This design comes from an exercise in tuning for small area and a short achievable clock period on the open sky130 flow, not from production work.
Where RTL was checked, it was by simulation tests only, not by an equivalence proof against the original.
No functional check of the RTL was part of runs 1 to 3.
Power and IR drop assume default switching activity.

==> design.v <==
module median_filter
(
    input  wire       clk,
    input  wire       rst_n,
    input  wire       data_valid,
    input  wire [7:0] data_in,
    output wire       win,
    output reg  [7:0] win_median
);
    reg       v_r;
    reg [7:0] d_r;
    reg [5:0] pos;
    reg [7:0] lb [1:18];
    integer i, j;
    always @(posedge clk or negedge rst_n) begin
        if (!rst_n) begin
            v_r <= 1'b0;
            pos <= 6'd0;
        end else begin
            v_r <= data_valid;
            if (v_r)
                pos <= pos + 6'd1;
        end
    end
    always @(posedge clk) begin
        d_r <= data_in;
        if (v_r) begin
            lb[1] <= d_r;
            for (i = 2; i <= 18; i = i + 1)
                lb[i] <= lb[i-1];
        end
    end
    assign win = v_r & (pos[2] | pos[1]) & (pos[5] | pos[4]);
    function lt8(input [7:0] a, input [7:0] b);
        reg l;
        integer t;
        begin
            l = 1'b0;
            for (t = 0; t < 8; t = t + 1)
                l = (~a[t] & b[t]) | ((~a[t] | b[t]) & l);
            lt8 = l;
        end
    endfunction
    wire k1_2   = lt8(lb[2],  lb[1]);
    wire k8_9   = lt8(lb[9],  lb[8]);
    wire k16_17 = lt8(lb[17], lb[16]);
    wire k8_10  = lt8(lb[10], lb[8]);
    wire k16_18 = lt8(lb[18], lb[16]);
    wire k2_8   = lt8(lb[8],  lb[2]);
    wire k10_16 = lt8(lb[16], lb[10]);
    wire k1_8   = lt8(lb[8],  lb[1]);
    wire k9_16  = lt8(lb[16], lb[9]);
    wire k1_9   = lt8(lb[9],  lb[1]);
    wire k8_16  = lt8(lb[16], lb[8]);
    wire k1_10  = lt8(lb[10], lb[1]);
    wire k8_17  = lt8(lb[17], lb[8]);
    wire k8_18  = lt8(lb[18], lb[8]);
    wire k2_16  = lt8(lb[16], lb[2]);
    wire k1_16  = lt8(lb[16], lb[1]);
    wire k1_17  = lt8(lb[17], lb[1]);
    wire k1_18  = lt8(lb[18], lb[1]);
    reg k9_10, k17_18, k2_9, k10_17, k2_10, k9_17, k10_18, k9_18, k2_17, k2_18;
    always @(posedge clk) begin
        if (v_r) begin
            k9_10  <= k8_9;
            k17_18 <= k16_17;
            k2_9   <= k1_8;
            k10_17 <= k9_16;
            k2_10  <= k1_9;
            k9_17  <= k8_16;
            k10_18 <= k9_17;
            k9_18  <= k8_17;
            k2_17  <= k1_16;
            k2_18  <= k1_17;
        end
    end
    wire [7:0] x [0:7];
    assign x[0] = lb[1];
    assign x[1] = lb[2];
    assign x[2] = lb[8];
    assign x[3] = lb[9];
    assign x[4] = lb[10];
    assign x[5] = lb[16];
    assign x[6] = lb[17];
    assign x[7] = lb[18];
    wire [7:0] g [0:7];
    assign g[0] = {k1_18,  k1_17,  k1_16,  k1_10,  k1_9,  k1_8,  k1_2,  1'b0};
    assign g[1] = {k2_18,  k2_17,  k2_16,  k2_10,  k2_9,  k2_8,  2'b0};
    assign g[2] = {k8_18,  k8_17,  k8_16,  k8_10,  k8_9,  3'b0};
    assign g[3] = {k9_18,  k9_17,  k9_16,  k9_10,  4'b0};
    assign g[4] = {k10_18, k10_17, k10_16, 5'b0};
    assign g[5] = {k16_18, k16_17, 6'b0};
    assign g[6] = {k17_18, 7'b0};
    assign g[7] = 8'b0;
    reg [7:0] bf [0:7];    
    reg [6:0] b;
    reg [7:0] sel;
    reg s1, c1, s2, c2, s3, c3;
    always @(*) begin
        for (i = 0; i < 8; i = i + 1)
            for (j = 0; j < 8; j = j + 1)
                if (j > i)
                    bf[i][j] = g[i][j];
                else if (j < i)
                    bf[i][j] = !g[j][i];
                else
                    bf[i][j] = 1'b0;
        win_median = 8'd0;
        for (i = 0; i < 8; i = i + 1) begin
            b = 7'd0;
            for (j = 0; j < 8; j = j + 1)
                if (j < i)
                    b[j] = bf[i][j];
                else if (j > i)
                    b[j-1] = bf[i][j];
            s1 = b[0] ^ b[1] ^ b[2];
            c1 = (b[0] & b[1]) | (b[0] & b[2]) | (b[1] & b[2]);
            s2 = b[3] ^ b[4] ^ b[5];
            c2 = (b[3] & b[4]) | (b[3] & b[5]) | (b[4] & b[5]);
            s3 = s1 ^ s2 ^ b[6];
            c3 = (s1 & s2) | (s1 & b[6]) | (s2 & b[6]);
            sel[i] = s3 & (c1 ^ c2 ^ c3) & ~(c1 & c2 & c3);
            win_median = win_median | ({8{sel[i]}} & x[i]);
        end
    end
endmodule
module zero_edge_handler
(
    input  wire       clk,
    input  wire       rst_n,
    input  wire       win,
    input  wire [7:0] win_median,
    output reg        data_valid_out,
    output reg  [7:0] data_out,
    output reg        frame_complete
);
    reg       play;
    reg [5:0] low;
    reg [7:0] buf_q [0:35];
    integer i;
    wire at_end  = play & (&low) & data_valid_out;
    wire collect = ~play | at_end;
    wire last    = ~play & (low == 6'd36);
    wire push    = win & collect & ~last;
    wire inner   = (low[5:3] != 3'd0) & (low[5:3] != 3'd7) &
                   (low[2:0] != 3'd0) & (low[2:0] != 3'd7);
    wire shift   = push | (play & inner);
    always @(posedge clk or negedge rst_n) begin
        if (!rst_n) begin
            play           <= 1'b0;
            low            <= 6'd0;
            data_valid_out <= 1'b0;
            frame_complete <= 1'b0;
        end else begin
            if (!play) begin
                if (win) begin
                    if (last) begin
                        play <= 1'b1;
                        low  <= 6'd62;
                    end else
                        low <= low + 6'd1;
                end
            end else if (at_end) begin
                play <= 1'b0;
                low  <= {5'd0, win};
            end else
                low <= low + 6'd1;
            data_valid_out <= play & (data_valid_out | (low[5:1] != 5'b11111));
            frame_complete <= frame_complete | (data_valid_out & ~play);
        end
    end
    always @(posedge clk) begin
        if (shift) begin
            buf_q[0] <= win_median;
            for (i = 1; i < 36; i = i + 1)
                buf_q[i] <= buf_q[i-1];
        end
        data_out <= inner ? buf_q[35] : 8'd0;
    end
endmodule
module median_filter_system
#(
    parameter WINDOW_SIZE = 3,
    parameter IMAGE_WIDTH = 8,
    parameter IMAGE_HEIGHT = 8,
    parameter PIXEL_WIDTH = 8
)
(
    input wire clk,
    input wire rst_n,
    input wire data_valid,
    input wire [PIXEL_WIDTH-1:0] data_in,
    output wire data_valid_out,
    output wire [PIXEL_WIDTH-1:0] data_out,
    output wire frame_complete
);
    wire       win;
    wire [7:0] win_median;
    median_filter median_filter_inst (
        .clk(clk),
        .rst_n(rst_n),
        .data_valid(data_valid),
        .data_in(data_in),
        .win(win),
        .win_median(win_median)
    );
    zero_edge_handler edge_handler_inst (
        .clk(clk),
        .rst_n(rst_n),
        .win(win),
        .win_median(win_median),
        .data_valid_out(data_valid_out),
        .data_out(data_out),
        .frame_complete(frame_complete)
    );
endmodule
==> run.sh <==
#!/bin/bash
# synth_recipe.tcl (not shown) runs the flow's synth.tcl, then flattens the netlist and writes it again
# the make line also repeats each setting of config.mk as NAME=value (left out here)
make -C /OpenROAD-flow-scripts/flow DESIGN_CONFIG=/design/flow/config.mk WORK_HOME=/design/flow/orfs CLKGATE_MAP_FILE= SYNTH_SCRIPT=/design/flow/synth_recipe.tcl finish
==> config.mk <==
export PLATFORM = sky130hd
export DESIGN_NAME = median_filter_system
export DESIGN_NICKNAME = median_filter_system
export VERILOG_FILES = /design/flow/design.v
export SDC_FILE = /design/flow/constraint.sdc
export NUM_CORES = 4
export LEC_CHECK = 0
export CAP_MARGIN = 20
export CORE_MARGIN = 2
export CORE_UTILIZATION = 70
export CTS_BUF_LIST = sky130_fd_sc_hd__clkbuf_4 sky130_fd_sc_hd__clkbuf_8
export SLEW_MARGIN = 20
==> constraint.sdc <==
create_clock -name core_clock -period 24.0 [get_ports {clk}]
set_input_delay 4.8000 -clock core_clock [delete_from_list [all_inputs] [get_ports {clk}]]
set_output_delay 4.8000 -clock core_clock [all_outputs]
set_load 0.01 [all_outputs]
==> results.py, run 1 <==
metrics = {
    "logic_synthesis": {
        "netlist.area_leader.share": 0.753,
        "number_of_flip_flops_and_latches_in_the_synthesized_netlist": 474,
        "synth_top_cell_by_area": "edfxtp_1",
        "yosys.area_share.adder": 0.0603,
        "avgSynthCellArea_um2": 17.5,
        "synth-compound-area-share": 0.0674,
        "share_of_the_synthesized_netlist_area_taken_by_xor_and_xnor_gates": 0.00298,
        "main_combinational_cell_family_by_area_after_synthesis": "compound AO/OA/AOI/OAI gates",
        "synth.lib_cells_used.distinct": 58,
        "cell_area_after_synthesis_mm2": 0.0176,
        "synth_edf_count": 442,
        "ys_seq_area_frac": 0.794,
        "synthesis.instances": 1007,
        "synthTopCellsByArea": "edfxtp_1 (75%), fa_1 (2.7%), dfrtp_1 (2.3%)",
        "ys_warn_count": 5,
        "synth_simple_gate_area_share": 0.0515,
        "post_syn_nets": 1054,
        "multiplexer_share_of_the_synthesized_area": 0.00177,
        "synth_async_sr_flop_share": 0.0338,
        "synth_top_flop_cell": "edfxtp_1",
    },
    "pwr": {
        "power.density_cell_area_mw_per_mm2": 108,
        "cellLeakagePower_nw": 6.92,
        "p_total_mw": 2.13,
        "power.ir.vdd_worst_mv": 0.0738,
    },
    "setup_path": {
        "reg2reg_from": "median_filter_inst.lb[16][0]$_DFFE_PP_",
        "end_kind": "output port",
        "critical-path-slowest-cell": "clkdlybuf4s50_1",
        "rr_endpoint": "edge_handler_inst.buf_q[0][4]$_DFFE_PP_",
        "crit_path_cell_trace": "clkdlybuf4s50_1",
        "crit_path_max_incr_delay_ns": 0.55,
        "cp_top_family": "buffers and inverters",
        "start_kind": "flop",
        "crit_start": "edge_handler_inst.data_valid_out$_DFF_PN0_",
        "worst_r2r_path_depth": 14,
        "setup_slack_of_the_most_critical_reg_to_reg_path_ns": 19.07,
        "cp.required_ns": 19.20,
        "worst-setup-path-type": "flop to output port",
        "critPathArrivalTime_ns": 1.52,
        "crit_path_max_fanout": 4,
        "crit_buf_inv": 1,
    },
    "floorplanning": {
        "die_height_um": 163,
        "design.portCount": 21,
        "die_area_mm2": 0.0265,
        "effective_utilization_at_floorplan": 0.706,
        "core_area_mm2": 0.0250,
        "die_w_um": 163,
        "rows": 58,
    },
    "global_route": {
        "grtUsageTotal": 0.231,
        "grt_pass1_vias": 8816,
        "pin_count_of_the_biggest_net_entering_global_routing": 212,
        "grt_antenna_before_repair": 0,
        "wire_length_of_the_first_global_routing_pass_mm": 46.2,
        "globalRoute.totalOverflow": 0,
    },
    "detailed_routing": {
        "dr_wl_met3_mm": 1.84,
        "highest_layer": "met4",
        "detail_route.wirelength.met1_mm": 12.5,
        "detail_route.first_pass.iterations": 6,
        "drt_first_iter_violations": 972,
        "post_drt_wl_per_cell_um": 19.9,
        "drc_errors": 0,
        "route.detailed.vias_per_inst": 5.96,
        "route.vias.total": 8773,
        "wl_mm": 29.2,
        "ant_nets": 0,
        "met2_length_mm": 13.9,
    },
    "sta": {
        "rsz0062_at_grt": "false",
        "timing.final.crit_period_ns": 6.32,
        "clock.fmax_mhz": 158,
        "finalSetupViolCount": 0,
        "slew_viol_final": 0,
        "totalNegativeSetupSlack_ns": 0,
        "relSlewSlack": 0.304,
        "final.period_utilization": 0.263,
        "number_of_hold_violations_in_the_final_report": 0,
        "worst_pin_slew_ns": 1.04,
        "setup_skew_ns": 0.0283,
    },
    "clocking": {
        "cts_hold_buffers": 0,
        "clkLatencyLatePin_ns": 0.59,
        "ctsResizeCount": 0,
        "cts-htree-levels": 3,
        "cts_post_setup_buffers_inserted": 0,
        "cts_made_buffers": 71,
        "cts.path.max_buffers": 3,
        "tritoncts": "done",
        "buffer_type_at_the_clock_tree_root": "clkbuf_8",
        "cts.reportedPaths.clkPinSlew_ns": 0.06,
        "clock_sink_count": 474,
    },
    "layout": {
        "drive_gt1_frac": 0.117,
        "finish.net_count": 1131,
        "antenna_cell_count": 0,
        "final_cell_utilization_of_the_core": 0.788,
        "syn_to_final_growth_pct": 11.6,
        "layout_fillers": 1315,
    },
    "placed_design": {
        "sum_of_net_half_perimeters_after_detailed_placement_mm": 17.2,
        "io_buffer_count": 20,
        "place_congestion": 0.921,
    },
    "run_status": {
        "outcome": "complete, no violations",
    },
    "job": {
        "drv_cap": 0,
    },
    "worst_hold_path": {
        "holdPathEnd": "median_filter_inst.lb[1][1]$_DFFE_PP_",
        "worst_hold_path_type": "flop to flop",
        "min_path_cells": 0,
        "min_from": "median_filter_inst.d_r[1]$_DFF_P_",
    },
}
routing by layer:
metal | track usage | vias up
li1 | - | 4029
met1 | 0.331 | 4317
met2 | 0.356 | 328
met3 | 0.0463 | 99
met4 | 0.103 | 0
met5 | 0 | -
logic make-up after synthesis:
logic type               after synthesis
flip-flops                           474
adder cells (fa/ha/maj)               78
XOR/XNOR                               6
buffers and inverters                102
multiplexers                           3
AND/OR/NAND/NOR                      180
AO/OA/AOI/OAI                        164
Yosys cell counts, types with 17 or more instances:
cell / n
edfxtp_1: 442
inv_1: 81
nand2b_1: 24
nor2_1: 39
a22oi_1: 27
nand2_1: 36
a21oi_1: 19
o21ai_0: 21
o22ai_1: 17
fa_1: 24
nor2b_1: 28
maj3_1: 32
where the power goes:
group	switching [mW]	internal, mW
Sequential	0.0714	1.15
Clock	0.289	0.347
Combinational	0.181	0.0925
stage by stage:
step,instances,cell area [um^2],hold slack [ns],setup slack [ns]
floorplan,1007,17600,0.386,12.39
global placement,1340,18200,0.386,18.23
detailed placement,1340,18200,0.391,18.21
CTS,1471,19600,0.395,17.64
global route,1472,19700,0.403,17.62
finish,1472,19700,0.394,17.68
state kept, by name, summed over array words and instances (netlist names), 6 cells and up:
| signal | count |
|---|---|
| median_filter_inst.lb | 144 |
| median_filter_inst.pos | 6 |
| median_filter_inst.d_r | 8 |
| edge_handler_inst.buf_q | 288 |
| edge_handler_inst.low | 6 |
| edge_handler_inst.data_out | 8 |
layout by cell type (no fill, tap or decap), types with 10 or more instances in the layout:
master,netlist,final
o21ai_0,21,21
clkbuf_8,0,79
nand2b_1,24,24
clkdlybuf4s50_1,0,20
nand2_1,36,36
a22oi_1,27,27
a21oi_1,19,19
nor3_1,16,16
dfrtp_1,16,15
nor2b_1,28,28
nand3_1,16,16
maj3_2,10,10
o221ai_1,11,11
edfxtp_1,442,442
clkinv_1,2,17
o22ai_1,17,17
maj3_1,32,32
dfxtp_1,16,16
fa_1,24,24
clkbuf_4,0,27
ha_1,12,12
nor2_1,39,39
a221oi_1,13,13
inv_1,81,81
cell type report:
| cell class | count | area (um^2) | share of cell area |
|---|---|---|---|
| inverter | 83 | 312 | 0.0158 |
| sequential | 474 | 14000 | 0.712 |
| tap | 330 | 413 | 0.0210 |
| multi-input combinational | 431 | 3270 | 0.166 |
| timing repair buffer | 23 | 255 | 0.0130 |
| clock inverter | 25 | 130 | 0.00662 |
| clock buffer | 106 | 1290 | 0.0656 |
worst max path at each step:
stage / depth (start not counted) / slack (ns) / to
CTS: 1 / 17.64 / data_valid_out
global placement: 1 / 18.23 / median_filter_inst.v_r$_DFF_PN0_
finish: 1 / 17.68 / data_valid_out
detailed placement: 1 / 18.21 / median_filter_inst.v_r$_DFF_PN0_
global route: 1 / 17.62 / data_valid_out
floorplan: 3 / 12.39 / edge_handler_inst.buf_q[0][0]$_DFFE_PP_
==> run 2, diff against run 1 <==
==> flow/run.sh (new file) <==
#!/bin/bash
# Standard ORFS layout with two changes to how it is made:
#  - port buffers are buf_4 instead of the default delay buffer, so the
#    output ports are driven quickly;
#  - timing repair is asked to over-fix setup by SETUP_SLACK_MARGIN.
# Constraints (clock period, I/O delays, loads) are the design's.
set -euo pipefail
cd "$(dirname "$0")/.."
export BUFFER_PORTS_ARGS="-buffer_cell sky130_fd_sc_hd__buf_4"
export SETUP_SLACK_MARGIN="${OWN_SETUP_MARGIN:-18.2}"
bash standard.sh > standard_flow.log 2>&1
==> standard.sh (new file) <==
#!/bin/bash
# synth_recipe.tcl (not shown) runs the flow's synth.tcl, then flattens the netlist and writes it again
# the make line also repeats each setting of config.mk as NAME=value (left out here)
make -C /OpenROAD-flow-scripts/flow DESIGN_CONFIG=/design/flow/config.mk WORK_HOME=/design/flow/orfs CLKGATE_MAP_FILE= SYNTH_SCRIPT=/design/flow/synth_recipe.tcl "${@:-finish}"
removed: run.sh
==> results.py, run 2 <==
metrics = {
    "worst_hold_path": {
        "min_from": "edge_handler_inst.buf_q[23][6]$_DFFE_PP_",
        "worst_hold_path_type": "flop to flop",
    },
    "sta": {
        "relSlewSlack": 0.284,
        "clock.fmax_mhz": 169,
        "fin_worst_hold_slack_ns": 0.399,
        "finalSetupViolCount": 0,
        "worst_pin_slew_ns": 1.07,
        "layout_setup_ws_ns": 18.09,
        "rsz0062_at_grt": "true",
        "setup_skew_ns": 0.0327,
        "totalNegativeSetupSlack_ns": 0,
        "timing.final.crit_period_ns": 5.91,
        "slew_viol_final": 0,
        "number_of_hold_violations_in_the_final_report": 0,
        "final.period_utilization": 0.246,
    },
    "setup_path": {
        "crit_path_cell_trace": "buf_6",
        "critical-path-slowest-cell": "dfrtp_1",
        "end_kind": "output port",
        "crit_path_max_incr_delay_ns": 0.39,
        "cp_top_family": "flip-flops",
        "crit_buf_inv": 1,
        "worst-setup-path-type": "flop to output port",
        "start_kind": "flop",
        "critPathArrivalTime_ns": 1.11,
        "crit_start": "edge_handler_inst.frame_complete$_DFF_PN0_",
        "crit_path_max_fanout": 2,
        "reg2reg_from": "median_filter_inst.lb[16][0]$_DFFE_PP_",
        "cp.required_ns": 19.20,
    },
    "clocking": {
        "cts.reportedPaths.clkPinSlew_ns": 0.06,
        "tritoncts": "done",
        "cts-htree-levels": 3,
        "clock_sink_count": 474,
        "cts_hold_buffers": 0,
        "cts_made_buffers": 72,
        "cts.path.max_buffers": 3,
        "clkLatencyLatePin_ns": 0.61,
        "buffer_type_at_the_clock_tree_root": "clkbuf_8",
    },
    "logic_synthesis": {
        "synth_top_cell_by_area": "edfxtp_1",
        "number_of_flip_flops_and_latches_in_the_synthesized_netlist": 474,
        "synth_top_flop_cell": "edfxtp_1",
        "yosysMostFrequentCell": "edfxtp_1",
        "ys_warn_count": 5,
        "synth.lib_cells_used.distinct": 58,
        "post_synth_most_frequent_cells": "edfxtp_1 (442), inv_1 (81), nor2_1 (39)",
        "synth_edf_count": 442,
        "netlist.area_leader.share": 0.753,
        "post_syn_nets": 1054,
        "synth_async_sr_flop_share": 0.0338,
        "ys_seq_area_frac": 0.794,
        "synthTopCellsByArea": "edfxtp_1 (75%), fa_1 (2.7%), dfrtp_1 (2.3%)",
        "synthesis.instances": 1007,
        "avgSynthCellArea_um2": 17.5,
        "cell_area_after_synthesis_mm2": 0.0176,
    },
    "floorplanning": {
        "effective_utilization_at_floorplan": 0.706,
        "core_area_mm2": 0.0250,
        "rows": 58,
        "die_area_mm2": 0.0265,
        "die_w_um": 163,
        "design.portCount": 21,
        "die_height_um": 163,
    },
    "placed_design": {
        "dpl_cell_area_mm2": 0.0182,
        "place_congestion": 0.923,
        "io_buffer_count": 20,
        "placed_cells_incl_taps": 1343,
        "post-place-ws_ns": 18.67,
        "sum_of_net_half_perimeters_after_detailed_placement_mm": 18.3,
    },
    "layout": {
        "area.sequential_mm2": 0.0140,
        "drive_gt1_frac": 0.145,
        "area_of_combinational_cells_with_multiple_inputs_mm2": 0.00326,
        "layout.cells.non_filler": 1470,
        "layout_common_cells": "edfxtp_1 (442), inv_1 (81), clkbuf_8 (77), nor2_1 (39), nand2_1 (36)",
        "finish.instance_area_mm2": 0.0197,
        "antenna_cell_count": 0,
        "finish.net_count": 1136,
        "syn_to_final_growth_pct": 11.6,
        "biggestRegsByFlops": "edge_handler_inst.buf_q (288), median_filter_inst.lb (144)",
        "largest_reg_flops": 288,
        "final_cell_utilization_of_the_core": 0.788,
        "final_common_cell": "edfxtp_1",
        "layout_fillers": 1328,
        "regMostFlops": "edge_handler_inst.buf_q",
    },
    "detailed_routing": {
        "drt_first_iter_violations": 1134,
        "post_drt_wl_per_cell_um": 20.9,
        "detail_route.first_pass.iterations": 5,
        "drc_errors": 0,
        "route.vias.total": 8869,
        "ant_nets": 0,
        "route.detailed.vias_per_inst": 6.03,
        "wl_mm": 30.8,
    },
    "global_route": {
        "grtUsageTotal": 0.241,
        "pin_count_of_the_biggest_net_entering_global_routing": 97,
        "grt_pass1_vias": 8851,
        "globalRoute.totalOverflow": 0,
        "wire_length_of_the_first_global_routing_pass_mm": 47.5,
        "grt_antenna_before_repair": 1,
    },
    "pwr": {
        "power.density_cell_area_mw_per_mm2": 109,
        "power_report.internal_total_mw": 1.59,
        "power.share.combinational": 0.128,
        "p_total_mw": 2.15,
        "power.switching_uw": 562,
        "share_of_power_burned_in_registers": 0.568,
        "switching_share": 0.262,
        "power.ir.vdd_worst_mv": 0.0782,
        "power.clock.fraction": 0.304,
        "cellLeakagePower_nw": 6.97,
    },
    "job": {
        "drv_cap": 0,
    },
    "run_status": {
        "outcome": "complete, no violations",
    },
}
## run 2: cell types whose count changed in the layout (fill, tap and decap cells not counted), sizes merged
cell | previous run | this run
buf | 3 | 27
bufinv | 0 | 1
clkbuf | 106 | 100
clkdlybuf4s50 | 20 | 0
clkinv | 22 | 17
inv | 84 | 88
## run 2: kinds of logic (layout without fill, tap and decap cells)
kind of cell               Yosys count  in the layout  synth area share
and+or+nand+nor                    180            180            0.0515
adders and majority gates           78             78            0.0603
DFF                                474            474             0.794
muxes                                3              3           0.00177
AOI/OAI and AO/OA                  164            164            0.0674
xor gates and xnor gates             6              6           0.00298
buffers and inverters              102            235            0.0219
## run 2: final cells by class
type / instances / share of cell area
Tap cell: 330 / 0.0210
Sequential cell: 474 / 0.712
Multi-Input combinational cell: 431 / 0.166
Timing Repair Buffer: 27 / 0.0126
Inverter: 83 / 0.0158
Clock buffer: 100 / 0.0627
Clock inverter: 25 / 0.0101
## run 2: worst paths after layout
path	slack [ns]	cells after the start	end
max	18.09	1	frame_complete
min	0.40	0	edge_handler_inst.buf_q[24][6]$_DFFE_PP_
max reg2reg	19.18	14	edge_handler_inst.buf_q[0][4]$_DFFE_PP_
min reg2reg	0.40	0	edge_handler_inst.buf_q[24][6]$_DFFE_PP_
max in group asynchronous	19.73	1	median_filter_inst.v_r$_DFF_PN0_
min in group asynchronous	4.05	1	median_filter_inst.pos[4]$_DFFE_PN0P_
## run 2: worst reg2reg max path: stages, from the launching register on
cell      delay (ns)
edfxtp_1        0.53
nand2b_1        0.21
maj3_2          0.31
maj3_2          0.31
maj3_2          0.31
maj3_2          0.35
o41ai_1         0.40
fa_1            0.52
fa_1            0.45
nor3_1          0.19
a21oi_1         0.07
nor2_1          0.57
a22o_1          0.25
a221oi_1        0.05
nand3_1         0.14
## run 2: metal layers
layer | vias to the layer above | wire (um) | GRT usage
met1 | 4398 | 13000 | 0.341
met2 | 356 | 15100 | 0.378
met5 | - | 0 | 0
met4 | 0 | 1060 | 0.105
li1 | 4025 | - | -
met3 | 90 | 1660 | 0.0471
## run 2: timing repair
item / in CTS / in global routing
setup buffers: 1 / 1
gates resized for setup: 17 / 0
endpoints found under the setup margin: 10 / 10
## run 2: power groups by stage
| stage | clock network, mW | logic (mW) | registers, mW |
|---|---|---|---|
| global placement | 0 | 0.260 | 1.22 |
| global route | 0.705 | 0.304 | 1.24 |
| CTS | 0.672 | 0.273 | 1.22 |
| finish | 0.654 | 0.275 | 1.22 |
| detailed placement | 0 | 0.270 | 1.23 |
| floorplan | 0 | 0.198 | 1.21 |
==> run 3, diff against run 2 <==
--- a/config.mk
+++ b/config.mk
@@ -8,5 +8,7 @@
 export CAP_MARGIN = 20
 export CORE_MARGIN = 2
 export CORE_UTILIZATION = 70
-export CTS_BUF_LIST = sky130_fd_sc_hd__clkbuf_4 sky130_fd_sc_hd__clkbuf_8
+export CTS_BUF_LIST = sky130_fd_sc_hd__clkbuf_8 sky130_fd_sc_hd__clkbuf_16
+export CTS_CLUSTER_DIAMETER = 80
+export CTS_CLUSTER_SIZE = 30
 export SLEW_MARGIN = 20
==> results.py, run 3 <==
metrics = {
    "sta": {
        "slew_viol_final": 0,
        "relSlewSlack": 0.287,
        "worst_pin_slew_ns": 1.07,
        "clock.fmax_mhz": 171,
        "totalNegativeSetupSlack_ns": 0,
        "rsz0062_at_grt": "true",
        "finalSetupViolCount": 0,
        "timing.final.crit_period_ns": 5.86,
        "final.period_utilization": 0.244,
        "layout_setup_ws_ns": 18.14,
        "setup_skew_ns": 0.0161,
        "number_of_hold_violations_in_the_final_report": 0,
    },
    "detailed_routing": {
        "post_drt_wl_per_cell_um": 21.6,
        "drc_errors": 0,
        "route.detailed.vias_per_inst": 6.14,
        "drt_first_iter_violations": 995,
        "detail_route.first_pass.iterations": 5,
        "ant_nets": 0,
        "route.vias.total": 8481,
        "wl_mm": 29.9,
    },
    "clocking": {
        "cts_hold_buffers": 0,
        "clock_sink_count": 474,
        "buffer_type_at_the_clock_tree_root": "clkbuf_16",
        "clkLatencyLatePin_ns": 0.53,
        "cts.reportedPaths.clkPinSlew_ns": 0.11,
        "cts-htree-levels": 1,
        "tritoncts": "done",
        "cts.path.max_buffers": 3,
        "cts_made_buffers": 20,
    },
    "logic_synthesis": {
        "ys_warn_count": 5,
        "synth_edf_count": 442,
        "post_synth_most_frequent_cells": "edfxtp_1 (442), inv_1 (81), nor2_1 (39)",
        "synth_top_flop_cell": "edfxtp_1",
        "synthTopCellsByArea": "edfxtp_1 (75%), fa_1 (2.7%), dfrtp_1 (2.3%)",
        "cell_area_after_synthesis_mm2": 0.0176,
        "synthesis.instances": 1007,
        "ys_seq_area_frac": 0.794,
        "post_syn_nets": 1054,
        "synth_async_sr_flop_share": 0.0338,
        "yosysMostFrequentCell": "edfxtp_1",
        "avgSynthCellArea_um2": 17.5,
        "synth.lib_cells_used.distinct": 58,
        "number_of_flip_flops_and_latches_in_the_synthesized_netlist": 474,
        "synth_top_cell_by_area": "edfxtp_1",
        "netlist.area_leader.share": 0.753,
    },
    "layout": {
        "area_of_combinational_cells_with_multiple_inputs_mm2": 0.00326,
        "finish.net_count": 1084,
        "area.sequential_mm2": 0.0140,
        "regMostFlops": "edge_handler_inst.buf_q",
        "antenna_cell_count": 0,
        "final_common_cell": "edfxtp_1",
        "largest_reg_flops": 288,
        "drive_gt1_frac": 0.0704,
        "layout_common_cells": "edfxtp_1 (442), inv_1 (92), nor2_1 (39), nand2_1 (36), maj3_1 (32)",
        "syn_to_final_growth_pct": 7.02,
        "layout_fillers": 1436,
        "finish.instance_area_mm2": 0.0189,
        "biggestRegsByFlops": "edge_handler_inst.buf_q (288), median_filter_inst.lb (144)",
    },
    "floorplanning": {
        "die_height_um": 163,
        "effective_utilization_at_floorplan": 0.706,
        "rows": 58,
        "die_area_mm2": 0.0265,
        "design.portCount": 21,
        "die_w_um": 163,
        "core_area_mm2": 0.0250,
    },
    "pwr": {
        "p_total_mw": 1.89,
        "power.density_cell_area_mw_per_mm2": 100,
        "power_report.internal_total_mw": 1.40,
        "power.share.combinational": 0.144,
        "power.switching_uw": 490,
        "share_of_power_burned_in_registers": 0.644,
        "power.clock.fraction": 0.212,
        "switching_share": 0.259,
        "cellLeakagePower_nw": 6.56,
        "power.ir.vdd_worst_mv": 0.0818,
    },
    "global_route": {
        "grt_pass1_vias": 8279,
        "globalRoute.totalOverflow": 0,
        "grt_antenna_before_repair": 0,
        "pin_count_of_the_biggest_net_entering_global_routing": 97,
        "grtUsageTotal": 0.231,
        "wire_length_of_the_first_global_routing_pass_mm": 46.2,
    },
    "job": {
        "drv_cap": 0,
    },
    "placed_design": {
        "sum_of_net_half_perimeters_after_detailed_placement_mm": 18.3,
        "dpl_cell_area_mm2": 0.0182,
        "post-place-ws_ns": 18.67,
        "place_congestion": 0.923,
        "io_buffer_count": 20,
    },
    "worst_hold_path": {
        "worst_hold_path_type": "flop to flop",
    },
    "setup_path": {
        "crit_buf_inv": 1,
        "cp_top_family": "flip-flops",
        "crit_path_max_fanout": 2,
        "cp.required_ns": 19.20,
        "critPathArrivalTime_ns": 1.06,
        "end_kind": "output port",
        "critical-path-slowest-cell": "dfrtp_1",
        "crit_path_max_incr_delay_ns": 0.41,
        "crit_path_cell_trace": "buf_6",
        "worst-setup-path-type": "flop to output port",
        "start_kind": "flop",
    },
    "run_status": {
        "outcome": "complete, no violations",
    },
}
## run 3: path summary, 6_finish.rpt
kind                                                           end  slack (ns)  depth (start not counted)                                       start
min reg2reg                  median_filter_inst.lb[6][2]$_DFFE_PP_        0.41                          0       median_filter_inst.lb[5][2]$_DFFE_PP_
max in group asynchronous         median_filter_inst.v_r$_DFF_PN0_       19.69                          1                                       rst_n
max                                                 frame_complete       18.14                          1  edge_handler_inst.frame_complete$_DFF_PN0_
min in group asynchronous     edge_handler_inst.low[2]$_DFFE_PN0P_        4.11                          1                                       rst_n
max reg2reg                edge_handler_inst.buf_q[0][4]$_DFFE_PP_       19.20                         14      median_filter_inst.lb[16][0]$_DFFE_PP_
min                          median_filter_inst.lb[6][2]$_DFFE_PP_        0.41                          0       median_filter_inst.lb[5][2]$_DFFE_PP_
## run 3: per-stage QoR
step | hold slack (ns) | util | instances
CTS | 0.407 | 0.754 | 1380
global route | 0.416 | 0.756 | 1381
detailed placement | 0.394 | 0.728 | 1343
floorplan | 0.386 | - | 1007
global placement | 0.387 | 0.728 | 1343
finish | 0.406 | 0.756 | 1381
## run 3: cells by family (layout without fill, tap and decap cells)
group | count (synthesis) | after routing | synth area share
flops | 474 | 474 | 0.794
mux | 3 | 3 | 0.00177
buf+inv | 102 | 146 | 0.0219
fa+ha+maj | 78 | 78 | 0.0603
compound gates | 164 | 164 | 0.0674
simple gates | 180 | 180 | 0.0515
xor+xnor | 6 | 6 | 0.00298
## run 3: layout make-up
class | count | share of cell area
clock buffers | 22 | 0.0286
clock inverters | 14 | 0.00438
inverters | 83 | 0.0165
multi-input cells | 431 | 0.173
flip-flops and latches | 474 | 0.743
well taps | 330 | 0.0219
repair buffers | 27 | 0.0131
## run 3: repair_timing
action,in CTS,in global routing
setup buffers,1,1
setup endpoints to repair,7,10
gates resized for setup,12,5
## run 3: per-layer routing
layer,vias up,part of all wire,track usage
met5,-,0,0
met4,0,0.030,0.0752
met3,63,0.049,0.0237
met2,287,0.49,0.379
met1,4249,0.43,0.337
li1,3882,-,-
## run 3: power groups by stage
stage	Sequential (mW)	Clock, mW	Combinational (mW)
floorplan	1.21	0	0.198
finish	1.22	0.401	0.273
global placement	1.22	0	0.260
detailed placement	1.23	0	0.270
global route	1.24	0.437	0.305
CTS	1.22	0.412	0.271
==> run 4, diff against run 3 <==
--- a/design.v
+++ b/design.v
@@ -7,30 +7,23 @@
     output wire       win,
     output reg  [7:0] win_median
 );
-    reg       v_r;
-    reg [7:0] d_r;
     reg [5:0] pos;
     reg [7:0] lb [1:18];
     integer i, j;
     always @(posedge clk or negedge rst_n) begin
-        if (!rst_n) begin
-            v_r <= 1'b0;
+        if (!rst_n)
             pos <= 6'd0;
-        end else begin
-            v_r <= data_valid;
-            if (v_r)
-                pos <= pos + 6'd1;
-        end
+        else if (data_valid)
+            pos <= pos + 6'd1;
     end
     always @(posedge clk) begin
-        d_r <= data_in;
-        if (v_r) begin
-            lb[1] <= d_r;
+        if (data_valid) begin
+            lb[1] <= data_in;
             for (i = 2; i <= 18; i = i + 1)
                 lb[i] <= lb[i-1];
         end
     end
-    assign win = v_r & (pos[2] | pos[1]) & (pos[5] | pos[4]);
+    assign win = data_valid & (pos[2] | pos[1]) & (pos[5] | pos[4]);
     function lt8(input [7:0] a, input [7:0] b);
         reg l;
         integer t;
@@ -61,7 +54,7 @@
     wire k1_18  = lt8(lb[18], lb[1]);
     reg k9_10, k17_18, k2_9, k10_17, k2_10, k9_17, k10_18, k9_18, k2_17, k2_18;
     always @(posedge clk) begin
-        if (v_r) begin
+        if (data_valid) begin
             k9_10  <= k8_9;
             k17_18 <= k16_17;
             k2_9   <= k1_8;
@@ -135,10 +128,14 @@
     output reg        frame_complete
 );
     reg       play;
+    reg       on;
+    reg       tail;
     reg [5:0] low;
     reg [7:0] buf_q [0:35];
     integer i;
-    wire at_end  = play & (&low) & data_valid_out;
+    wire lead    = (&low[5:2]) & (low[1] | low[0]);
+    wire showing = play & (on | ~lead);
+    wire at_end  = play & on & (low == 6'd62);
     wire collect = ~play | at_end;
     wire last    = ~play & (low == 6'd36);
     wire push    = win & collect & ~last;
@@ -148,6 +145,8 @@
     always @(posedge clk or negedge rst_n) begin
         if (!rst_n) begin
             play           <= 1'b0;
+            on             <= 1'b0;
+            tail           <= 1'b0;
             low            <= 6'd0;
             data_valid_out <= 1'b0;
             frame_complete <= 1'b0;
@@ -156,7 +155,7 @@
                 if (win) begin
                     if (last) begin
                         play <= 1'b1;
-                        low  <= 6'd62;
+                        low  <= 6'd61;
                     end else
                         low <= low + 6'd1;
                 end
@@ -165,8 +164,10 @@
                 low  <= {5'd0, win};
             end else
                 low <= low + 6'd1;
-            data_valid_out <= play & (data_valid_out | (low[5:1] != 5'b11111));
-            frame_complete <= frame_complete | (data_valid_out & ~play);
+            on             <= showing & ~at_end;
+            tail           <= at_end;
+            data_valid_out <= showing | tail;
+            frame_complete <= frame_complete | (data_valid_out & ~play & ~tail);
         end
     end
     always @(posedge clk) begin
--- a/config.mk
+++ b/config.mk
@@ -7,7 +7,7 @@
 export LEC_CHECK = 0
 export CAP_MARGIN = 20
 export CORE_MARGIN = 2
-export CORE_UTILIZATION = 70
+export CORE_UTILIZATION = 85
 export CTS_BUF_LIST = sky130_fd_sc_hd__clkbuf_8 sky130_fd_sc_hd__clkbuf_16
 export CTS_CLUSTER_DIAMETER = 80
 export CTS_CLUSTER_SIZE = 30
==> results.py, run 4 <==
metrics = {
    "floorplanning": {
        "design.portCount": 21,
        "effective_utilization_at_floorplan": 0.866,
        "die_w_um": 148,
        "die_height_um": 148,
        "rows": 52,
    },
    "logic_synthesis": {
        "synth_top_cell_by_area": "edfxtp_1",
        "number_of_flip_flops_and_latches_in_the_synthesized_netlist": 467,
        "netlist.area_leader.share": 0.757,
        "post_syn_nets": 1039,
        "post_synth_most_frequent_cells": "edfxtp_1 (442), inv_1 (75), maj3_1 (43)",
        "cell_area_after_synthesis_mm2": 0.0175,
        "ys_seq_area_frac": 0.791,
        "synth.lib_cells_used.distinct": 56,
        "synth_async_sr_flop_share": 0.0364,
        "yosysMostFrequentCell": "edfxtp_1",
        "synthesis.instances": 991,
        "avgSynthCellArea_um2": 17.7,
        "synth_top_flop_cell": "edfxtp_1",
        "synth_edf_count": 442,
        "synthTopCellsByArea": "edfxtp_1 (76%), fa_1 (2.7%), maj3_1 (2.5%)",
        "ys_warn_count": 5,
    },
    "placed_design": {
        "place_congestion": 1.01,
        "sum_of_net_half_perimeters_after_detailed_placement_mm": 22.9,
        "io_buffer_count": 20,
    },
    "run_status": {
        "first_error_message": "[ERROR DPL-0033] detailed placement checks failed during check placement.",
        "outcome": "did not finish",
        "stop_stage": "detailed placement (3_5_place_dp)",
    },
}
[run 4: logic make-up after synthesis]
family / after synthesis / synth area share
compound gates: 185 / 0.0753
buf+inv: 103 / 0.0224
flops: 467 / 0.791
xor+xnor: 5 / 0.00250
fa+ha+maj: 89 / 0.0670
simple gates: 140 / 0.0410
mux: 2 / 0.00121
[run 4: power by group through the flow]
stage / combinational [mW] / sequential [mW] / clock [mW]
floorplan: 0.130 / 0.952 / 0
global placement: 0.163 / 0.964 / 0
[run 4: worst max-delay path by stage]
stage	startpoint	to	slack (ns)
2_1_floorplan	data_valid	edge_handler_inst.buf_q[0][0]$_DFFE_PP_	16.38
3_3_place_gp	data_valid	edge_handler_inst.buf_q[25][6]$_DFFE_PP_	16.49
[run 4: through the flow]
step | setup WS [ns] | hold slack [ns]
2_1_floorplan | 16.38 | 0.400
3_3_place_gp | 16.49 | 0.400
==> run 5, diff against run 4 <==
==> design.v (replaced) <==
module median_filter
(
    input  wire       clk,
    input  wire       rst_n,
    input  wire       data_valid,
    input  wire [7:0] data_in,
    output wire       win,
    output reg  [7:0] win_median
);
    reg       v_r;
    reg [7:0] d_r;
    reg [5:0] pos;
    reg [7:0] lb [1:18];
    integer i, j;
    always @(posedge clk or negedge rst_n) begin
        if (!rst_n) begin
            v_r <= 1'b0;
            pos <= 6'd0;
        end else begin
            v_r <= data_valid;
            if (v_r)
                pos <= pos + 6'd1;
        end
    end
    always @(posedge clk) begin
        d_r <= data_in;
        if (v_r) begin
            lb[1] <= d_r;
            for (i = 2; i <= 18; i = i + 1)
                lb[i] <= lb[i-1];
        end
    end
    assign win = v_r & (pos[2] | pos[1]) & (pos[5] | pos[4]);
    wire [7:0] x [0:7];
    assign x[0] = lb[1];
    assign x[1] = lb[2];
    assign x[2] = lb[8];
    assign x[3] = lb[9];
    assign x[4] = lb[10];
    assign x[5] = lb[16];
    assign x[6] = lb[17];
    assign x[7] = lb[18];
    reg [7:0] bf [0:7];    
    reg [7:0] sel;
    reg [3:0] cnt;
    always @(*) begin
        for (i = 0; i < 8; i = i + 1)
            bf[i] = 8'd0;
        for (i = 0; i < 8; i = i + 1)
            for (j = i + 1; j < 8; j = j + 1) begin
                bf[i][j] = x[j] < x[i];
                bf[j][i] = !(x[j] < x[i]);
            end
        win_median = 8'd0;
        for (i = 0; i < 8; i = i + 1) begin
            cnt = 4'd0;
            for (j = 0; j < 8; j = j + 1)
                cnt = cnt + {3'd0, bf[i][j]};
            sel[i] = (cnt == 4'd3);
            win_median = win_median | ({8{sel[i]}} & x[i]);
        end
    end
endmodule
module zero_edge_handler
(
    input  wire       clk,
    input  wire       rst_n,
    input  wire       win,
    input  wire [7:0] win_median,
    output reg        data_valid_out,
    output reg  [7:0] data_out,
    output reg        frame_complete
);
    reg       play;
    reg [5:0] low;
    reg [7:0] buf_q [0:35];
    integer i;
    wire at_end  = play & (&low) & data_valid_out;
    wire collect = ~play | at_end;
    wire last    = ~play & (low == 6'd36);
    wire push    = win & collect & ~last;
    wire inner   = (low[5:3] != 3'd0) & (low[5:3] != 3'd7) &
                   (low[2:0] != 3'd0) & (low[2:0] != 3'd7);
    wire shift   = push | (play & inner);
    always @(posedge clk or negedge rst_n) begin
        if (!rst_n) begin
            play           <= 1'b0;
            low            <= 6'd0;
            data_valid_out <= 1'b0;
            frame_complete <= 1'b0;
        end else begin
            if (!play) begin
                if (win) begin
                    if (last) begin
                        play <= 1'b1;
                        low  <= 6'd62;
                    end else
                        low <= low + 6'd1;
                end
            end else if (at_end) begin
                play <= 1'b0;
                low  <= {5'd0, win};
            end else
                low <= low + 6'd1;
            data_valid_out <= play & (data_valid_out | (low[5:1] != 5'b11111));
            frame_complete <= frame_complete | (data_valid_out & ~play);
        end
    end
    always @(posedge clk) begin
        if (shift) begin
            buf_q[0] <= win_median;
            for (i = 1; i < 36; i = i + 1)
                buf_q[i] <= buf_q[i-1];
        end
        data_out <= inner ? buf_q[35] : 8'd0;
    end
endmodule
module median_filter_system
#(
    parameter WINDOW_SIZE = 3,
    parameter IMAGE_WIDTH = 8,
    parameter IMAGE_HEIGHT = 8,
    parameter PIXEL_WIDTH = 8
)
(
    input wire clk,
    input wire rst_n,
    input wire data_valid,
    input wire [PIXEL_WIDTH-1:0] data_in,
    output wire data_valid_out,
    output wire [PIXEL_WIDTH-1:0] data_out,
    output wire frame_complete
);
    wire       win;
    wire [7:0] win_median;
    median_filter median_filter_inst (
        .clk(clk),
        .rst_n(rst_n),
        .data_valid(data_valid),
        .data_in(data_in),
        .win(win),
        .win_median(win_median)
    );
    zero_edge_handler edge_handler_inst (
        .clk(clk),
        .rst_n(rst_n),
        .win(win),
        .win_median(win_median),
        .data_valid_out(data_valid_out),
        .data_out(data_out),
        .frame_complete(frame_complete)
    );
endmodule
==> run.sh (new file) <==
#!/bin/bash
# synth_recipe.tcl (not shown) runs the flow's synth.tcl, then flattens the netlist and writes it again
# the make line also repeats each setting of config.mk as NAME=value (left out here)
make -C /OpenROAD-flow-scripts/flow DESIGN_CONFIG=/design/flow/config.mk WORK_HOME=/design/flow/orfs CLKGATE_MAP_FILE= SYNTH_SCRIPT=/design/flow/synth_recipe.tcl finish
--- a/config.mk
+++ b/config.mk
@@ -7,8 +7,5 @@
 export LEC_CHECK = 0
 export CAP_MARGIN = 20
 export CORE_MARGIN = 2
-export CORE_UTILIZATION = 85
-export CTS_BUF_LIST = sky130_fd_sc_hd__clkbuf_8 sky130_fd_sc_hd__clkbuf_16
-export CTS_CLUSTER_DIAMETER = 80
-export CTS_CLUSTER_SIZE = 30
+export CORE_UTILIZATION = 40
 export SLEW_MARGIN = 20
removed: flow/run.sh
removed: standard.sh
==> results.py, run 5 <==
metrics = {
    "detailed_routing": {
        "route.vias.total": 10929,
        "post_drt_wl_per_cell_um": 20.3,
        "route.detailed.vias_per_inst": 5.39,
        "ant_nets": 0,
        "wl_mm": 41.2,
        "drc_errors": 0,
        "drt_first_iter_violations": 1159,
        "detail_route.first_pass.iterations": 6,
    },
    "logic_synthesis": {
        "post_synth_most_frequent_cells": "edfxtp_1 (432), ha_1 (232), inv_1 (78)",
        "synth_async_sr_flop_share": 0.0345,
        "synth_edf_count": 432,
        "synth.lib_cells_used.distinct": 47,
        "post_syn_nets": 1518,
        "synth_top_flop_cell": "edfxtp_1",
        "synthesis.instances": 1251,
        "ys_warn_count": 5,
        "yosysMostFrequentCell": "edfxtp_1",
        "cell_area_after_synthesis_mm2": 0.0204,
        "ys_seq_area_frac": 0.672,
        "synthTopCellsByArea": "edfxtp_1 (64%), ha_1 (14%), fa_1 (2.4%)",
        "synth_top_cell_by_area": "edfxtp_1",
        "number_of_flip_flops_and_latches_in_the_synthesized_netlist": 464,
        "avgSynthCellArea_um2": 16.3,
        "netlist.area_leader.share": 0.637,
    },
    "floorplanning": {
        "die_area_mm2": 0.0528,
        "core_area_mm2": 0.0502,
        "die_height_um": 230,
        "rows": 82,
        "design.portCount": 21,
        "effective_utilization_at_floorplan": 0.406,
        "die_w_um": 230,
    },
    "global_route": {
        "wire_length_of_the_first_global_routing_pass_mm": 64.1,
        "grt_pass1_vias": 10870,
        "met1_grt_util": 0.225,
        "pin_count_of_the_biggest_net_entering_global_routing": 94,
        "globalRoute.totalOverflow": 0,
        "grt_util_met2": 0.239,
        "grt_antenna_before_repair": 0,
        "grtUsageTotal": 0.159,
        "met3_usage": 0.0300,
        "routing_layer_with_the_top_usage_in_global_route": "met2",
    },
    "layout": {
        "drive_gt1_frac": 0.0760,
        "final_common_cell": "edfxtp_1",
        "syn_to_final_growth_pct": 13.0,
        "biggestRegsByFlops": "edge_handler_inst.buf_q (288), median_filter_inst.lb (144)",
        "finish.net_count": 1584,
        "antenna_cell_count": 0,
        "layout_common_cells": "edfxtp_1 (432), ha_1 (232), inv_1 (78), nor2_1 (59), clkbuf_16 (47)",
        "largest_reg_flops": 288,
        "finish.instance_area_mm2": 0.0230,
        "regMostFlops": "edge_handler_inst.buf_q",
    },
    "pwr": {
        "power.ir.vdd_worst_mv": 0.0596,
        "p_total_mw": 2.40,
        "cellLeakagePower_nw": 8.75,
        "power.density_cell_area_mw_per_mm2": 104,
    },
    "clocking": {
        "cts_hold_buffers": 0,
        "cts_post_setup_buffers_inserted": 0,
        "clkLatencyLatePin_ns": 0.59,
        "ctsResizeCount": 0,
        "cts_made_buffers": 47,
        "clock_sink_count": 464,
        "buffer_type_at_the_clock_tree_root": "clkbuf_16",
        "cts.reportedPaths.clkPinSlew_ns": 0.06,
        "tritoncts": "done",
        "cts.path.max_buffers": 3,
        "cts-htree-levels": 2,
    },
    "setup_path": {
        "cp_top_family": "buffers and inverters",
        "end_kind": "output port",
        "setup_slack_of_the_most_critical_reg_to_reg_path_ns": 18.30,
        "crit_buf_inv": 1,
        "reg2reg_from": "median_filter_inst.lb[17][5]$_DFFE_PP_",
        "worst-setup-path-type": "flop to output port",
        "crit_path_max_incr_delay_ns": 0.55,
        "crit_path_max_fanout": 4,
        "rr_endpoint": "edge_handler_inst.buf_q[0][5]$_DFFE_PP_",
        "critical-path-slowest-cell": "clkdlybuf4s50_1",
        "start_kind": "flop",
        "cp.required_ns": 19.20,
        "crit_path_cell_trace": "clkdlybuf4s50_1",
        "critPathArrivalTime_ns": 1.50,
        "worst_r2r_path_depth": 15,
    },
    "sta": {
        "relSlewSlack": 0.189,
        "final.period_utilization": 0.262,
        "layout_setup_ws_ns": 17.70,
        "fin_worst_hold_slack_ns": 0.390,
        "slew_viol_final": 0,
        "worst_pin_slew_ns": 1.20,
        "timing.final.crit_period_ns": 6.30,
        "number_of_hold_violations_in_the_final_report": 0,
        "finalSetupViolCount": 0,
        "clock.fmax_mhz": 159,
        "setup_skew_ns": 0.0310,
        "rsz0062_at_grt": "false",
        "totalNegativeSetupSlack_ns": 0,
    },
    "placed_design": {
        "sum_of_net_half_perimeters_after_detailed_placement_mm": 26.0,
        "dpl_cell_area_mm2": 0.0214,
        "io_buffer_count": 20,
        "post-place-ws_ns": 18.16,
        "place_congestion": 0.879,
    },
    "worst_hold_path": {
        "holdPathEnd": "edge_handler_inst.buf_q[7][3]$_DFFE_PP_",
        "min_path_cells": 0,
        "worst_hold_path_type": "flop to flop",
        "min_from": "edge_handler_inst.buf_q[6][3]$_DFFE_PP_",
    },
    "run_status": {
        "outcome": "complete, no violations",
    },
    "job": {
        "drv_cap": 0,
    },
}
run 5: cell count changes after synthesis, sizes merged, moves of 22 or more:
cell and change:
ha +219, a21o +37, o2111ai +28, maj3 -52
nor2 +22, a211oi +51
run 5: kinds of logic (layout without fill, tap and decap cells):
family | count (synthesis) | in the layout | synth area share
buffers and inverters | 88 | 193 | 0.0177
DFF | 464 | 464 | 0.672
AOI/OAI and AO/OA | 271 | 271 | 0.0983
and+or+nand+nor | 166 | 166 | 0.0432
muxes | 1 | 1 | 0.000553
xor gates and xnor gates | 5 | 5 | 0.00215
adders and majority gates | 256 | 256 | 0.166
run 5: report_power, final:
part / internal (mW) / switching (mW)
registers: 1.13 / 0.0704
clock network: 0.428 / 0.302
logic: 0.181 / 0.289
run 5: layout make-up:
type | count | area [um^2]
tap | 672 | 841
sequential | 464 | 13700
multi-input combinational | 699 | 6350
timing repair buffer | 27 | 256
fill | 4255 | 27200
inverter | 78 | 293
clock buffer | 65 | 1310
clock inverter | 23 | 274
run 5: worst max-delay path by stage:
stage          slack (ns)                                  startpoint  cells past startpoint                                       to
2_1_floorplan       12.40            median_filter_inst.v_r$_DFF_PN0_                      3  edge_handler_inst.buf_q[0][0]$_DFFE_PP_
3_3_place_gp        18.25                                       rst_n                      1         median_filter_inst.v_r$_DFF_PN0_
3_5_place_dp        18.16                                       rst_n                      1         median_filter_inst.v_r$_DFF_PN0_
4_1_cts             17.65  edge_handler_inst.data_valid_out$_DFF_PN0_                      1                           data_valid_out
5_1_grt             17.63  edge_handler_inst.data_valid_out$_DFF_PN0_                      1                           data_valid_out
6_report            17.70  edge_handler_inst.data_valid_out$_DFF_PN0_                      1                           data_valid_out
run 5: per-stage QoR:
| stage | cells | util |
|---|---|---|
| after global routing | 2028 | 0.459 |
| final | 2028 | 0.459 |
| after global placement | 1940 | 0.427 |
| after floorplan | 1251 | - |
| after CTS | 2028 | 0.459 |
| after detailed placement | 1940 | 0.427 |
run 5: per-layer routing:
metal	vias to the layer above	part of all wire
met1	5362	0.47
met4	0	0.039
met3	120	0.060
met2	368	0.43
met5	-	0
li1	5079	-

==> separate check: timing with driven ports <==
In the flow no input, the clock included, has a driving cell. The finished layouts below were timed again as built, in two steps. Step 1 assumes that a clkbuf_16 drives the clock port and a buf_2 every other input. Step 2 also shifts input and output timing later by t, the mid clock arrival at the registers, as if the neighbouring blocks saw the same clock. Three values: ideal, step 1, step 2; two values: the first two.
| run | t, ns | setup slack, ns | clock arrival spread, ns | cell pins on the clock port's net |
|---|---|---|---|---|
| run 1 | 0.615 | 17.676 / 17.634 / 18.249 | 0.028 / 0.029 | 1 |
| run 2 | 0.637 | 18.086 / 18.043 / 18.680 | 0.035 / 0.036 | 1 |
| run 3 | 0.572 | 18.137 / 18.087 / 18.659 | 0.024 / 0.024 | 1 |
| run 5 | 0.636 | 17.702 / 17.644 / 18.240 | 0.032 / 0.032 | 1 |
After both steps every run listed still meets setup and hold. The worst setup slack also covers recovery checks on asynchronous resets.
